This is an optimization exercise on Yosys and OpenROAD, whose aim is small area, not a production implementation.
RTL that was checked went through simulation tests only; none was proved equivalent to the original.
Power is estimated from default activity; no workload was simulated.

Setup of north:
Design connect4, start of the top module:
module connect4(
    input clk,
    input reset,
    input right,
    input left,
    input enter,
    output h_sync,
    output v_sync,
    output [3:0] red,
    output [3:0] green,
    output [3:0] blue,
    output [1:0] win
    );
Size: about 81 flip-flops, roughly 21 I/O pins, roughly 0.0055 sq mm of cells after synthesis.
clock: 10.0 ns
lec_check: 0
cap_margin: 20
core_margin: 2
core_utilization: 40
slew_margin: 20
standard.sh (not shown) runs the stock make flow with config.mk's settings and CLKGATE_MAP_FILE= SYNTH_SCRIPT=/design/flow/synth_recipe.tcl, a recipe that flattens the netlist after the stock synthesis.
==> flow/flow/run.sh <==
#!/bin/bash
# Own layout flow: the standard ORFS flow (standard.sh) with a different
# logic synthesis step:
#  - Yosys's half/full adder extraction is off (ha/fa cells marked don't-use),
#    so all logic is mapped by ABC;
#  - ABC runs the area-oriented script flow/abc_area.script.
# Everything else (floorplan, power grid, placement, CTS, routing) is the
# standard flow unchanged. Each tool's output goes to a log in this folder.
set -euo pipefail
HERE=$(pwd)
FLOWDIR=$HERE/flow

# synthesis script: ORFS's synth.tcl with the ABC script swapped
sed "s|log_cmd abc {\*}\$abc_args|set abc_args [lreplace \$abc_args 1 1 $FLOWDIR/abc_area.script]\n  log_cmd abc {*}\$abc_args|" \
    "$FLOW_HOME/scripts/synth.tcl" > "$HERE/synth_custom.tcl"
grep -q "abc_area.script" "$HERE/synth_custom.tcl"
# wrapper, as synth_recipe.tcl does it (synth -nofsm -noshare, flatten, rename)
sed "s|source \$::env(SCRIPTS_DIR)/synth.tcl|source $HERE/synth_custom.tcl|" synth_recipe.tcl > "$HERE/my_synth.tcl"
grep -q "synth_custom.tcl" "$HERE/my_synth.tcl"

cp config.mk "$HERE/my_config.mk"
echo "export DONT_USE_CELLS = sky130_fd_sc_hd__ha_1 sky130_fd_sc_hd__ha_2 sky130_fd_sc_hd__ha_4 sky130_fd_sc_hd__fa_1 sky130_fd_sc_hd__fa_2 sky130_fd_sc_hd__fa_4" >> "$HERE/my_config.mk"

sed -e "s|DESIGN_CONFIG=[^ ]*|DESIGN_CONFIG=$HERE/my_config.mk|" \
    -e "s|SYNTH_SCRIPT=[^ ]*|SYNTH_SCRIPT=$HERE/my_synth.tcl|" standard.sh > "$HERE/my_standard.sh"
grep -q "my_synth.tcl" "$HERE/my_standard.sh"

bash "$HERE/my_standard.sh" > "$HERE/orfs_flow.log" 2>&1
==> flow/flow/abc_area.script <==
&get -n
&st
&deepsyn -T 30
&dch -f
&nf -a
&put
topo
stime -c
upsize -c
dnsize -c
north finished all stages; the layout is clean.
The inputs of south differ from those of north as listed below.
- setting CTS_BUF_LIST to sky130_fd_sc_hd__clkbuf_8 for the first time
- setting CTS_CLUSTER_DIAMETER to 100 for the first time
- setting CTS_CLUSTER_SIZE to 20 for the first time
- changing CORE_UTILIZATION from 40 to 60
- Summary — maximum frequency, south relative to north: higher, by 0.64%.
- Summary — combinational power share, south relative to north: higher, by 2.6 points.
- Diff north -> south: final weighted congestion in routability-driven placement dropped 5.7%, number of flip-flops and latches level, worst-case register-to-register setup slack ~0 delta, number of clock buffers in the layout climbed 2.
No run of this note included a check of the RTL's function; only the layout flow was run.

* * *

connect4, a different RTL version from the one above (not shown whole).
Size: ~610 cells after synthesis, about 81 flip-flops, roughly 5100 µm² of cells after synthesis.
clock: 10.0 ns
lec_check: 0
cap_margin: 20
core_margin: 2
core_utilization: 60
slew_margin: 20
==> flow/flow/run.sh <==
#!/bin/bash
# Own layout flow: the standard ORFS flow (standard.sh) with a different
# logic synthesis step:
#  - Yosys's half/full adder extraction is off (ha/fa cells marked don't-use),
#    so all logic is mapped by ABC;
#  - ABC runs the area-oriented script flow/abc_area.script;
#  - no insbuf buffers between output ports; clock tree of clkbuf_8 without
#    dummy loads.
# Everything else (floorplan, power grid, placement, CTS, routing) is the
# standard flow unchanged. Each tool's output goes to a log in this folder.
set -euo pipefail
HERE=$(pwd)
FLOWDIR=$HERE/flow

# synthesis script: ORFS's synth.tcl with the ABC script swapped
sed "s|log_cmd abc {\*}\$abc_args|set abc_args [lreplace \$abc_args 1 1 $FLOWDIR/abc_area.script]\n  log_cmd abc {*}\$abc_args|" \
    "$FLOW_HOME/scripts/synth.tcl" > "$HERE/synth_custom.tcl"
grep -q "abc_area.script" "$HERE/synth_custom.tcl"
# wrapper, as synth_recipe.tcl does it (synth -nofsm -noshare, flatten, rename)
sed "s|source \$::env(SCRIPTS_DIR)/synth.tcl|source $HERE/synth_custom.tcl|" synth_recipe.tcl > "$HERE/my_synth.tcl"
grep -q "synth_custom.tcl" "$HERE/my_synth.tcl"

cp config.mk "$HERE/my_config.mk"
echo "export DONT_USE_CELLS = sky130_fd_sc_hd__ha_1 sky130_fd_sc_hd__ha_2 sky130_fd_sc_hd__ha_4 sky130_fd_sc_hd__fa_1 sky130_fd_sc_hd__fa_2 sky130_fd_sc_hd__fa_4" >> "$HERE/my_config.mk"
# no buffers between output ports that carry the same signal (each port still
# gets its own port buffer at placement)
echo "export SYNTH_INSBUF = 0" >> "$HERE/my_config.mk"
# clock tree: clkbuf_8 buffers, no dummy loads
echo "export CTS_ARGS = -sink_clustering_enable -repair_clock_nets -buf_list sky130_fd_sc_hd__clkbuf_8 -root_buf sky130_fd_sc_hd__clkbuf_8 -dont_use_dummy_load" >> "$HERE/my_config.mk"

sed -e "s|DESIGN_CONFIG=[^ ]*|DESIGN_CONFIG=$HERE/my_config.mk|" \
    -e "s|SYNTH_SCRIPT=[^ ]*|SYNTH_SCRIPT=$HERE/my_synth.tcl|" standard.sh > "$HERE/my_standard.sh"
grep -q "my_synth.tcl" "$HERE/my_standard.sh"

bash "$HERE/my_standard.sh" > "$HERE/orfs_flow.log" 2>&1
==> flow/flow/abc_area.script <==
&get -n
&st
&deepsyn -T 60
&dch -f
&nf -a -R 1000
&put
Edit:
--- a/flow/flow/run.sh
+++ b/flow/flow/run.sh
@@ -8 +8 @@
-#    dummy loads.
+#    dummy loads; port buffers are buf_1.
@@ -27,0 +28,2 @@
+# port buffers: one buf_1 on every input and output port
+echo "export BUFFER_PORTS_ARGS = -inputs -outputs -buffer_cell sky130_fd_sc_hd__buf_1" >> "$HERE/my_config.mk"
The new run completed without violations.
Wire length rose by 1.5%.
Cell area is lower by 2.5%.
Global-route usage goes up by 1.1 points.
Edit:
--- a/flow/flow/run.sh
+++ b/flow/flow/run.sh
@@ -8 +8 @@
-#    dummy loads; port buffers are buf_1.
+#    dummy loads.
@@ -28,2 +27,0 @@
-# port buffers: one buf_1 on every input and output port
-echo "export BUFFER_PORTS_ARGS = -inputs -outputs -buffer_cell sky130_fd_sc_hd__buf_1" >> "$HERE/my_config.mk"
==> flow/flow/abc_area.script (replaced) <==
&get -n
&st
&deepsyn -T 30
&dch -f
&nf -a
&put
topo
stime -c
upsize -c
dnsize -c
After rerunning: The new run went through all stages and came out clean. Power decreases slightly. Maximum frequency grows by a few percent. Setup slack is better by 0.19 ns. Hold slack degrades by 0.021 ns. First-iteration DRC count is lower by a quarter to a third. Non-clock buffer count went down by 1. Count of clock-buffer cells in the layout is unchanged. Global-route usage decreases by 3.5 points.
Edit:
--- a/flow/flow/run.sh
+++ b/flow/flow/run.sh
@@ -8 +8 @@
-#    dummy loads.
+#    dummy loads; port buffers are buf_1.
@@ -27,0 +28,2 @@
+# port buffers: one buf_1 on every input and output port
+echo "export BUFFER_PORTS_ARGS = -inputs -outputs -buffer_cell sky130_fd_sc_hd__buf_1" >> "$HERE/my_config.mk"
@@ -29 +31 @@
-echo "export CTS_ARGS = -sink_clustering_enable -repair_clock_nets -buf_list sky130_fd_sc_hd__clkbuf_8 -root_buf sky130_fd_sc_hd__clkbuf_8 -dont_use_dummy_load" >> "$HERE/my_config.mk"
+echo "export CTS_ARGS = -sink_clustering_enable -repair_clock_nets -buf_list sky130_fd_sc_hd__clkbuf_4 -root_buf sky130_fd_sc_hd__clkbuf_8 -dont_use_dummy_load" >> "$HERE/my_config.mk"
==> flow/flow/abc_area.script (replaced) <==
&get -n
&st
&deepsyn -J 100 -T 600
&dch -f
&nf -a -R 1000 -F 16 -A 16 -C 32
&put
CORE_UTILIZATION = 75   (was 60)
Outcome: The new run completed with no timing, DRC or antenna violations; clock power fell by about 3%; clock skew hardly moves; cell area went down by 4.8%; sequential power fell by about 1%; setup slack gets worse by 0.058 ns; die area decreases by 21%; clock-buffer cell count does not change.

-- port drivers added, routing unchanged --
The results above use ideal ports. As a check the final layouts listed here were re-extracted and re-timed, cells and wires unchanged. Step 1 (the two cells are an assumption about what drives the block):
set clk [get_ports {clk}]
set_driving_cell -lib_cell sky130_fd_sc_hd__clkbuf_16 $clk
set_driving_cell -lib_cell sky130_fd_sc_hd__buf_2 [delete_from_list [all_inputs] $clk]
Step 2 also shifts input and output timing later by t, the mid clock arrival at the registers, as if the neighbouring blocks saw the same clock. Slacks: ideal ports / drivers / drivers and shift; pairs: ideal ports / drivers.
| run | t, ns | slack for setup (ns) | worst hold slack (ns) | latest minus earliest clock arrival (ns) | worst slew at a driven data input, ns |
|---|---|---|---|---|---|
| north | 0.397 | 4.058 / 4.016 / 4.413 | 0.394 / 0.394 / 0.394 | 0.006 / 0.006 | 0.03 |
| south | 0.392 | 4.096 / 4.061 / 4.453 | 0.421 / 0.421 / 0.421 | 0.011 / 0.011 | 0.03 |
| the first run of note 2 | 0.372 | 3.386 / 3.352 / 3.725 | 0.411 / 0.411 / 0.411 | 0.034 / 0.035 | 0.03 |
| the second run of note 2 | 0.387 | 3.801 / 3.764 / 4.151 | 0.427 / 0.427 / 0.427 | 0.027 / 0.027 | 0.03 |
| the third run of note 2 | 0.368 | 3.995 / 3.960 / 4.328 | 0.406 / 0.406 / 0.406 | 0.022 / 0.023 | 0.03 |
| the fourth run of note 2 | 0.370 | 3.937 / 3.904 / 4.274 | 0.393 / 0.393 / 0.393 | 0.023 / 0.023 | 0.03 |
After both steps every run listed still meets setup and hold.
